This is an optimization exercise on Yosys and OpenROAD, whose aim is small area, not a production implementation.
Function was checked by simulation only, so behaviour that the tests miss may differ from the original.

$ cat design/flow/design.v
`timescale 1ns / 1ns
module hexDecoder(input [3:0]binIn, output [6:0]HEX);
	wire [0:3]c = binIn;
	assign HEX[0] = ((~c[0] & ~c[1] & ~c[2] & c[3]) | (~c[0] & c[1] & ~c[2] & ~c[3]) | (c[0] & ~c[1] & c[2] & c[3]) | (c[0] & c[1] & ~c[2] & c[3]));
	assign HEX[1] = ((~c[0] & c[1] & ~c[2] & c[3]) | (~c[0] & c[1] & c[2] & ~c[3]) | (c[0] & ~c[1] & c[2] & c[3]) | (c[0] & c[1] & ~c[2] & ~c[3])| (c[0] & c[1] & c[2] & ~c[3]) | (c[0] & c[1] & c[2] & c[3]));
	assign HEX[2] = ((~c[0] & ~c[1] & c[2] & ~c[3]) | (c[0] & c[1] & ~c[2] & ~c[3]) | (c[0] & c[1] & c[2] & ~c[3]) | (c[0] & c[1] & c[2] & c[3]));
	assign HEX[3] = ((~c[0] & ~c[1] & ~c[2] & c[3]) | (~c[0] & c[1] & ~c[2] & ~c[3]) | (~c[0] & c[1] & c[2] & c[3]) | (c[0] & ~c[1] & ~c[2] & c[3])| (c[0] & ~c[1] & c[2] & ~c[3]) | (c[0] & c[1] & c[2] & c[3]));
	assign HEX[4] = ((~c[0] & ~c[1] & ~c[2] & c[3]) | (~c[0] & ~c[1] & c[2] & c[3]) | (~c[0] & c[1] & ~c[2] & ~c[3]) | (~c[0] & c[1] & ~c[2] & c[3])| (~c[0] & c[1] & c[2] & c[3]) | (c[0] & ~c[1] & ~c[2] & c[3]));
	assign HEX[5] = ((~c[0] & ~c[1] & ~c[2] & c[3]) | (~c[0] & ~c[1] & c[2] & ~c[3]) | (~c[0] & ~c[1] & c[2] & c[3]) | (~c[0] & c[1] & c[2] & c[3])| (c[0] & c[1] & ~c[2] & c[3]));
	assign HEX[6] = ((~c[0] & ~c[1] & ~c[2] & ~c[3]) | (~c[0] & ~c[1] & ~c[2] & c[3]) | (~c[0] & c[1] & c[2] & c[3]) | (c[0] & c[1] & ~c[2] & ~c[3]));
endmodule
module binaryToBCD(
    binaryIn,
	Millions,
	HundredThousands,
	TenThousands,
	Thousands,
	Hundreds,
	Tens,
	Ones
    );
    input [39:0] binaryIn;
    output reg[3:0] Ones;
	output reg[3:0] Tens;
	output reg[3:0] Hundreds;
	output reg[3:0] Thousands;
	output reg[3:0] TenThousands;
	output reg[3:0] HundredThousands;
	output reg[3:0] Millions;
    integer i;   
     always @(binaryIn)
        begin
			Millions= 4'd0;
			HundredThousands= 4'd0;
			TenThousands= 4'd0;
			Thousands= 4'd0;
			Hundreds= 4'd0;
			Tens= 4'd0;
			Ones= 4'd0;
            for (i = 21; i >=0; i = i-1)  
            begin
				if(Millions>=5)
					Millions = Millions +3;
				if(HundredThousands>=5)
					HundredThousands = HundredThousands +3;
				if(TenThousands>=5)
					TenThousands = TenThousands +3;
				if(Thousands>=5)
					Thousands = Thousands +3;
				if(Hundreds>=5)
					Hundreds = Hundreds +3;
				if(Tens>=5)
					Tens = Tens +3;
				if(Ones>=5)
					Ones = Ones +3;
				Millions = Millions<<1;
				Millions[0] = HundredThousands[3];
				HundredThousands = HundredThousands<<1;
				HundredThousands[0] = TenThousands[3];
				TenThousands = TenThousands<<1;
				TenThousands[0] = Thousands[3];
				Thousands = Thousands<<1;
				Thousands[0] = Hundreds[3];
				Hundreds = Hundreds<<1;
				Hundreds[0] = Tens[3];
				Tens = Tens<<1;
				Tens[0] = Ones[3];
				Ones = Ones<<1;
				Ones[0] = binaryIn[i];
            end
        end     
endmodule
`timescale 1ns / 1ns
module prevData(clock, reset, received_data_en, received_data, prev_data);
	input clock, reset, received_data_en;
	input [7:0]received_data;
	output reg [7:0] prev_data;
	reg [7:0] current_data;
	always@(posedge clock)begin
		if(reset)begin
			prev_data <= 0;
			current_data <= 0;
		end
		else if(received_data_en)begin
			prev_data <= current_data;
			current_data <= received_data;
		end
		else
			prev_data <= 0;
	end
endmodule
`timescale 1ns / 1ns
module logicController(clock, reset, received_data, received_data_en, click, buy, one, two, three, four, five, six, seven, eight, selection, upgradeClick);
	input clock, reset, received_data_en;
	input [7:0]received_data;
	output reg click, buy, one, two, three, four, five, six, seven, eight, selection, upgradeClick;
	localparam IDLE = 0, CLICK = 1, BUY = 2, ONE = 3, TWO = 4, THREE = 5, FOUR = 6, FIVE = 7, SIX = 8, SEVEN = 9, EIGHT = 10, UPGRADECLICK = 11;
	reg [4:0] currentState;
	reg [4:0] nextState;
	always@(*)begin
		case(currentState)
			IDLE:	begin
						if(received_data_en)begin
							if(received_data == 'h29)
								nextState = CLICK;
							else if(received_data == 'h5A)
								nextState = BUY;
							else if(received_data == 'h16)
								nextState = ONE;
							else if(received_data == 'h1E)
								nextState = TWO;
							else if(received_data == 'h26)
								nextState = THREE;
							else if(received_data == 'h25)
								nextState = FOUR;
							else if(received_data == 'h2E)
								nextState = FIVE;
							else if(received_data == 'h36)
								nextState = SIX;
							else if(received_data == 'h3D)
								nextState = SEVEN;
							else if(received_data == 'h3E)
								nextState = EIGHT;
							else if(received_data == 'h21)
								nextState = UPGRADECLICK;
							else
								nextState = IDLE;
						end
						else
							nextState = IDLE;
					end		
			CLICK: nextState = IDLE;
			BUY: nextState = IDLE;
			ONE: nextState = IDLE;
			TWO: nextState = IDLE;
			THREE: nextState = IDLE;
			FOUR: nextState = IDLE;
			FIVE: nextState = IDLE;
			SIX: nextState = IDLE;
			SEVEN: nextState = IDLE;
			EIGHT: nextState = IDLE;
			UPGRADECLICK: nextState = IDLE;
			default: nextState = IDLE;
		endcase
	end
	always@(*)begin
		click = 0;
		buy = 0; 
		one = 0; 
		two = 0; 
		three = 0; 
		four = 0; 
		five = 0; 
		six = 0; 
		seven = 0; 
		eight = 0;
		selection = 0;
		upgradeClick = 0;
		case(currentState)
			CLICK: click = 1;
			BUY: buy = 1;
			ONE:	begin
						one = 1;
						selection = 1;
					end
			TWO:	begin
						two = 1;
						selection = 1;
					end
			THREE:begin
						three = 1;
						selection = 1;
					end
			FOUR:	begin
						four = 1;
						selection = 1;
					end
			FIVE: begin
						five = 1;
						selection = 1;
					end
			SIX:	begin
						six = 1;
						selection = 1;
					end
			SEVEN:begin 
						seven = 1;
						selection = 1;
					end
			EIGHT:begin 
						eight = 1;
						selection = 1;
					end
			UPGRADECLICK: upgradeClick = 1;
			default: begin
				click = 0;
				buy = 0; 
				one = 0; 
				two = 0; 
				three = 0; 
				four = 0; 
				five = 0; 
				six = 0; 
				seven = 0; 
				eight = 0;
				selection = 0;
				upgradeClick = 0;
			end
		endcase
	end
	always@(posedge clock)begin
		if(reset)
			currentState <= IDLE;
		else
			currentState <= nextState;
	end
endmodule
`timescale 1ns / 1ns
module logicDatapath(clock, reset, pulse, money, prev_data, selectedAsset, click, buy, upgradeClick, one, two, three, four, five, six, seven, eight);
	input clock, reset, pulse, click, buy, upgradeClick, one, two, three, four, five, six, seven, eight;
	input[7:0] prev_data;
	output reg [39:0] money;
	localparam ONE = 0, TWO = 1, THREE = 2, FOUR = 3, FIVE = 4, SIX = 5, SEVEN = 6, EIGHT = 7, BREAK = 'hF0;
	output reg [7:0] selectedAsset;
	reg[29:0] rate; 
	reg[29:0] clickRate;
	reg[29:0] clickRateCost;
	reg[23:0] assetCost[7:0];
	reg[23:0] assetRates[7:0];
	wire enoughMoney = (money>= assetCost[selectedAsset]);
	wire enoughMoneyClick = (money >= clickRateCost);
	always@(*)begin
			assetCost[ONE] = 10;
			assetCost[TWO] = 40;
			assetCost[THREE] = 250;
			assetCost[FOUR] = 2000;
			assetCost[FIVE] = 10000;
			assetCost[SIX] = 100000;
			assetCost[SEVEN] = 1000000;
			assetCost[EIGHT] = 10000000;
			assetRates[ONE] = 1;
			assetRates[TWO] = 5;
			assetRates[THREE] = 15;
			assetRates[FOUR] = 60;
			assetRates[FIVE] = 800;
			assetRates[SIX] = 10000;
			assetRates[SEVEN] = 50000;
			assetRates[EIGHT] = 500000;
	end
	always@(posedge clock)begin
		if(reset)
			selectedAsset <= ONE;
		else if(prev_data == BREAK)
			selectedAsset <= selectedAsset;
		else if(one)
			selectedAsset <= ONE;
		else if(two)
			selectedAsset <= TWO;
		else if(three)
			selectedAsset <= THREE;
		else if(four)
			selectedAsset <= FOUR;
		else if(five)
			selectedAsset <= FIVE;
		else if(six)
			selectedAsset <= SIX;
		else if(seven)
			selectedAsset <= SEVEN;
		else if(eight)
			selectedAsset <= EIGHT;
		else 
			selectedAsset <= selectedAsset;
	end
	always@(posedge clock)begin
		if(reset)
			money <= 10;
		else if(prev_data == BREAK)
			money <= money;
		else if(click)
			money <= money + clickRate;
		else if(buy && enoughMoney)
			money <= money - assetCost[selectedAsset];
		else if(upgradeClick && enoughMoneyClick)
			money <= money - clickRateCost;
		else if(pulse)
			money <= money + rate;
		else
			money <= money;
	end
	always@(posedge clock)begin
		if(reset)
			rate <= 0;
		else if(prev_data == BREAK)
			rate <= rate;
		else if(buy && enoughMoney)
			rate <= rate + assetRates[selectedAsset];
		else
			rate <= rate;
	end
	always@(posedge clock)begin
		if(reset)begin
			clickRate <= 1;
			clickRateCost <= 10;
		end
		else if(prev_data == BREAK)begin
			clickRate <= clickRate;
			clickRateCost <= clickRateCost;
		end
		else if(upgradeClick && enoughMoneyClick)begin
			clickRate <= clickRate * 2;
			clickRateCost <= clickRateCost * 2;
		end
		else begin 
			clickRate <= clickRate;
			clickRateCost <= clickRateCost;
		end
	end
endmodule
`timescale 1ns / 1ns
module money_clicker(clk, rst, key_data, key_valid, tick, money, asset, HEX0, HEX1, HEX2, HEX3, HEX4, HEX5);
	input clk;
	input rst;
	input [7:0] key_data;
	input key_valid;
	input tick;
	output [39:0] money;
	output [7:0] asset;
	output [6:0] HEX0, HEX1, HEX2, HEX3, HEX4, HEX5;
	wire [3:0] Millions;
	wire [3:0] HundredThousands;
	wire [3:0] TenThousands;
	wire [3:0] Thousands;
	wire [3:0] Hundreds;
	wire [3:0] Tens;
	wire [3:0] Ones;
	wire click, buy, upgradeClick, one, two, three, four, five, six, seven, eight;
	wire [7:0] prev_data;
	wire selection;
	binaryToBCD convert (money[39:0], Millions[3:0], HundredThousands[3:0], TenThousands[3:0], Thousands[3:0], Hundreds[3:0], Tens[3:0], Ones[3:0]);
	hexDecoder H0(Ones[3:0], HEX0);
	hexDecoder H1(Tens[3:0], HEX1);
	hexDecoder H2(Hundreds[3:0], HEX2);
	hexDecoder H3(Thousands[3:0], HEX3);
	hexDecoder H4(TenThousands[3:0], HEX4);
	hexDecoder H5(HundredThousands[3:0], HEX5);
	prevData prev(clk, rst, key_valid, key_data, prev_data);
	logicController control(clk, rst, key_data, key_valid, click, buy, one, two, three, four, five, six, seven, eight, selection, upgradeClick);
	logicDatapath datapath(clk, rst, tick, money, prev_data, asset, click, buy, upgradeClick, one, two, three, four, five, six, seven, eight);
endmodule
$ cat design/flow/run.sh
#!/bin/bash
# synth_recipe.tcl (not shown) runs the flow's synth.tcl, then flattens the netlist and writes it again
# the make line also repeats each setting of config.mk as NAME=value (left out here)
make -C /OpenROAD-flow-scripts/flow DESIGN_CONFIG=/design/flow/config.mk WORK_HOME=/design/flow/orfs CLKGATE_MAP_FILE= SYNTH_SCRIPT=/design/flow/synth_recipe.tcl finish
$ cat design/flow/config.mk
export PLATFORM = sky130hd
export DESIGN_NAME = money_clicker
export DESIGN_NICKNAME = money_clicker
export VERILOG_FILES = /design/flow/design.v
export SDC_FILE = /design/flow/constraint.sdc
export NUM_CORES = 4
export LEC_CHECK = 0
export CAP_MARGIN = 20
export CORE_MARGIN = 2
export CORE_UTILIZATION = 40
export SLEW_MARGIN = 20
$ cat design/flow/constraint.sdc
create_clock -name core_clock -period 25.0 [get_ports {clk}]
set_input_delay 5.0000 -clock core_clock [delete_from_list [all_inputs] [get_ports {clk}]]
set_output_delay 5.0000 -clock core_clock [all_outputs]
set_load 0.01 [all_outputs]
==> impl_metrics.xml <==
<?xml version="1.0" encoding="UTF-8"?>
<metrics>
  <group name="die">
    <metric name="boundaryPins" unit="">102</metric>
    <metric name="die_h" unit="um">252</metric>
    <metric name="floorplan.die_area" unit="um^2">63400</metric>
    <metric name="dieWidth" unit="um">252</metric>
    <metric name="design.core.area" unit="um^2">60600</metric>
    <metric name="starting_density" unit="%">40.6</metric>
    <metric name="num_rows" unit="">90</metric>
  </group>
  <group name="timing">
    <metric name="period_needed" unit="ns">23.63</metric>
    <metric name="fin_tns_setup" unit="ns">0</metric>
    <metric name="final.period_utilization" unit="%">94.5</metric>
    <metric name="finalWorstSetupSlack" unit="ns">1.37</metric>
    <metric name="timing.clock.skew" unit="ns">0.0142</metric>
    <metric name="final_count_of_pins_violating_max_slew" unit="">0</metric>
    <metric name="setup_violations" unit="">0</metric>
    <metric name="worst_slew_pin_slew" unit="ns">1.03</metric>
    <metric name="fmax" unit="MHz">42.3</metric>
    <metric name="number_of_hold_violations_in_the_final_report" unit="">0</metric>
    <metric name="worst_slew_margin_rel" unit="%">31.1</metric>
  </group>
  <group name="cts">
    <metric name="cts_inserted_buffers" unit="">17</metric>
    <metric name="ctsHtreeMaxLevel" unit="">4</metric>
    <metric name="insertion_delay" unit="ns">0.46</metric>
    <metric name="cts_tree" unit="">built</metric>
    <metric name="worst_setup_hold_path_clk_slew" unit="ns">0.07</metric>
    <metric name="cts_buffer_depth" unit="">2</metric>
    <metric name="cts_root_buf" unit="">sky130_fd_sc_hd__clkbuf_16</metric>
    <metric name="cts_sink_cnt" unit="">150</metric>
    <metric name="cts-hold-fix-buffers" unit="">0</metric>
  </group>
  <group name="global_route">
    <metric name="globalRoute.totalOverflow" unit="">0</metric>
    <metric name="gr-max-usage-layer" unit="">met2</metric>
    <metric name="grt_max_degree" unit="">73</metric>
    <metric name="wire_length_of_the_first_global_routing_pass" unit="um">112000</metric>
    <metric name="first_global_vias" unit="">23342</metric>
    <metric name="groute.layer.met3.usage" unit="%">1.38</metric>
    <metric name="groute.usage.overall" unit="%">20.4</metric>
    <metric name="groute.layer.met2.usage" unit="%">34.6</metric>
    <metric name="antenna_found_initial" unit="">0</metric>
    <metric name="global_route_track_usage_on_met1" unit="%">28.1</metric>
  </group>
  <group name="hold_path">
    <metric name="timing.hold.worst_path_depth" unit="">2</metric>
    <metric name="hp-class" unit="">flip-flop to flip-flop</metric>
    <metric name="worst_hold_path.endpoint" unit="">datapath.clickRateCost[29]</metric>
    <metric name="worstHoldStart" unit="">datapath.clickRateCost[29]</metric>
  </group>
  <group name="critical_path">
    <metric name="cp.required" unit="ns">20.00</metric>
    <metric name="endpoint_kind" unit="">output port</metric>
    <metric name="worst-r2r-setup-slack" unit="ns">16.25</metric>
    <metric name="critical_path_class" unit="">flip-flop to output port</metric>
    <metric name="reg2reg_depth" unit="">37</metric>
    <metric name="critical_path.reg2reg.startpoint" unit="">datapath.money[2]</metric>
    <metric name="path_delay_family" unit="">compound AO/OA/AOI/OAI gates</metric>
    <metric name="critical_path_buf_inv_count" unit="">10</metric>
    <metric name="reg2reg_to" unit="">datapath.money[34]</metric>
    <metric name="crit_top_cell" unit="">sky130_fd_sc_hd__ha_1</metric>
    <metric name="worst_path_largest_cell_delay" unit="ns">0.57</metric>
    <metric name="worst-path-max-fanout" unit="">11</metric>
    <metric name="critical_path.slowest_cell" unit="">sky130_fd_sc_hd__clkdlybuf4s50_1</metric>
    <metric name="crit_arrival" unit="ns">18.63</metric>
    <metric name="worst_setup_path_start_kind" unit="">flip-flop</metric>
    <metric name="crit_cells" unit="">89</metric>
  </group>
  <group name="route">
    <metric name="drt_wl_total" unit="um">67800</metric>
    <metric name="drt-wirelength-per-cell" unit="um">15.5</metric>
    <metric name="drc_violation_count_after_routing" unit="">0</metric>
    <metric name="firstDrtPassIters" unit="">5</metric>
    <metric name="detail_route.iter0.violations" unit="">2024</metric>
    <metric name="routed_via_density" unit="">5.90</metric>
    <metric name="route.vias.total" unit="">25739</metric>
    <metric name="final_antenna_net_count" unit="">0</metric>
  </group>
  <group name="synthesis">
    <metric name="syn_inst" unit="">3572</metric>
    <metric name="synth_warnings" unit="">6</metric>
    <metric name="synth_edf_count" unit="">0</metric>
    <metric name="postSynth.asyncResetShare" unit="%">0</metric>
    <metric name="synthesis.area_per_instance" unit="um^2">6.88</metric>
    <metric name="flops_latches_synth" unit="">150</metric>
    <metric name="mappedNetlistArea" unit="um^2">24600</metric>
    <metric name="synth-main-ff-cell" unit="">sky130_fd_sc_hd__dfxtp_1</metric>
    <metric name="part_of_the_yosys_area_used_for_sequential_elements" unit="%">12.2</metric>
    <metric name="synth.lib_cells_used.distinct" unit="">140</metric>
  </group>
  <group name="run">
    <metric name="maxCapViolations" unit="">0</metric>
  </group>
  <group name="layout">
    <metric name="drive_gt1_share" unit="%">8.40</metric>
    <metric name="stdcell_area" unit="um^2">27000</metric>
    <metric name="area.growth.synth_to_final" unit="%">9.77</metric>
    <metric name="number_of_antenna_cells_inserted" unit="">0</metric>
    <metric name="fin_nets" unit="">3764</metric>
  </group>
  <group name="placement">
    <metric name="place.port_buffers" unit="">96</metric>
    <metric name="detailed_place_hpwl" unit="um">50100</metric>
    <metric name="dpl_worst_slack" unit="ns">0.250</metric>
    <metric name="detailed_place.area" unit="um^2">26100</metric>
    <metric name="gpl_congestion" unit="">0.899</metric>
  </group>
  <group name="outcome">
    <metric name="run_status" unit="">finished clean</metric>
  </group>
</metrics>
==> stage by stage <==
step	utilization, %	hold slack [ns]	instances
2_1_floorplan	-	0.429	3576
3_3_place_gp	43.0	0.438	4323
3_5_place_dp	43.0	0.448	4323
4_1_cts	44.0	0.460	4355
5_1_grt	44.5	0.480	4364
6_report	44.5	0.459	4364
==> repair_timing <==
| action | in CTS | in global routing |
|---|---|---|
| cloned | 0 | 0 |
| pin swaps | 0 | 10 |
| buffers inserted | 0 | 9 |
| gates resized for setup | 6 | 46 |
| endpoints found under the setup margin | 14 | 35 |
==> worst max-delay path by stage <==
stage / from / endpoint / slack [ns]
floorplan: datapath.money[19] / HEX4[0] / 2.78
global placement: datapath.money[20] / HEX5[2] / 0.65
detailed placement: datapath.money[20] / HEX5[2] / 0.25
CTS: datapath.money[20] / HEX4[0] / 0.07
global route: datapath.money[19] / HEX5[4] / -0.08
finish: datapath.money[20] / HEX5[4] / 1.37
==> synth_stat cells, drive strengths merged (14+ instances only) <==
library cell  count  area [um^2]
o31ai            30          250
a221oi           19          191
or4              15          120
a311oi           16          146
nand3            91          473
o211ai           48          384
a21oi           324         1690
ha              179         2240
clkbuf          125          469
nor2b            39          244
xnor2            89          832
mux2i            62          641
dfxtp           150         3000
and2             57          357
nor3            120          667
and3             24          150
buf              39          260
a211oi          102          848
a211o            15          131
o21a             42          317
inv             238          893
o22ai            34          213
nand2           375         1410
xor2             44          385
o21bai           26          195
a22o             17          150
mux2             20          225
nor2            364         1390
nor4             35          259
o21ai           271         1380
a31oi            40          284
nand2b           58          363
or3              39          264
a22oi            25          216
o2111ai          14          123
nand4            27          175
a21boi           53          402
or2              20          125
a21o             54          405
==> metal layers <==
metal  part of all wire, %  up-vias
li1                      -    13271
met2                    46      494
met3                   2.8       57
met4                   1.7        0
met1                    49    11917
met5                     0        -
==> cell type report <==
class                           count  area [um^2]
Fill cell                        6245        33600
Multi-Input combinational cell   3015        20200
Sequential cell                   150         3010
Timing Repair Buffer              138         1270
Tap cell                          782          978
Inverter                          247          927
Clock buffer                       17          425
Clock inverter                     15          151
==> flip-flops by register name, indices dropped and copies added (netlist names) <==
register / count
control.currentState: 4
datapath.clickRate: 30
datapath.rate: 30
datapath.money: 40
prev.current_data: 8
datapath.clickRateCost: 27
prev.prev_data: 8
datapath.selectedAsset: 3
==> placed cells by master, fill, tap and decap left out, types with 24 or more instances in the layout <==
cell and instances:
sky130_fd_sc_hd__and2_1 55, sky130_fd_sc_hd__mux2i_1 58, sky130_fd_sc_hd__nor2_1 353, sky130_fd_sc_hd__nor4_1 29, sky130_fd_sc_hd__o21bai_1 25, sky130_fd_sc_hd__clkdlybuf4s50_1 95, sky130_fd_sc_hd__xor2_1 42, sky130_fd_sc_hd__nor2b_1 38
sky130_fd_sc_hd__a21oi_1 308, sky130_fd_sc_hd__buf_4 43, sky130_fd_sc_hd__nor3_1 107, sky130_fd_sc_hd__o211ai_1 45, sky130_fd_sc_hd__inv_1 220, sky130_fd_sc_hd__o21ai_1 32, sky130_fd_sc_hd__dfxtp_1 149, sky130_fd_sc_hd__xnor2_1 80
sky130_fd_sc_hd__nand2b_1 58, sky130_fd_sc_hd__a31oi_1 36, sky130_fd_sc_hd__ha_1 173, sky130_fd_sc_hd__a21boi_0 45, sky130_fd_sc_hd__o22ai_1 33, sky130_fd_sc_hd__nand4_1 26, sky130_fd_sc_hd__nand2_1 372, sky130_fd_sc_hd__and3_1 24
sky130_fd_sc_hd__a21o_1 54, sky130_fd_sc_hd__nand3_1 89, sky130_fd_sc_hd__or3_1 35, sky130_fd_sc_hd__o21ai_0 233, sky130_fd_sc_hd__a211oi_1 90, sky130_fd_sc_hd__o21a_1 41
==> cell families (layout without fill, tap and decap cells) <==
| group | Yosys count | after routing | synth area share (%) |
|---|---|---|---|
| compound gates | 1309 | 1309 | 37.2 |
| xor+xnor | 133 | 133 | 4.95 |
| fa+ha+maj | 186 | 186 | 9.57 |
| buf+inv | 411 | 417 | 6.74 |
| flops | 150 | 150 | 12.2 |
| mux | 83 | 83 | 3.62 |
| other cells | 1 | 5 | 0.0153 |
| simple gates | 1299 | 1299 | 25.7 |
==> worst reg2reg max path: cells and delay by family (launching register included) <==
| kind | cells | cell delay (ns) |
|---|---|---|
| flip-flops | 1 | 0.90 |
| buffers and inverters | 1 | 0.38 |
| AND/OR/NAND/NOR | 2 | 0.48 |
| adder cells (fa/ha/maj) | 1 | 0.38 |
| AO/OA/AOI/OAI | 33 | 6.57 |

-- static timing again, ports no longer ideal --
How much do the figures lean on ideal ports? The routed layout below was timed once more, with nothing changed but the port constraints.
Step 1 (the two cells are an assumption about what drives the block):
set clk [get_ports {clk}]
set_driving_cell -lib_cell sky130_fd_sc_hd__clkbuf_16 $clk
set_driving_cell -lib_cell sky130_fd_sc_hd__buf_2 [delete_from_list [all_inputs] $clk]
Step 2 also shifts input and output timing later by t, the mid clock arrival at the registers, as if the neighbouring blocks saw the same clock.
Slacks: no drivers / after step 1 / after step 2; pairs: no drivers / after step 1.
t (ns): 0.504
setup WS [ns]: 1.374 / 1.323 / 1.827
hold slack, ns: 0.459 / 0.459 / 0.459
worst setup path after step 2: register to output
After both steps this run still meets setup and hold. The setup slack of this run moves by -0.051 ns with the drivers and by +0.453 ns with both steps.
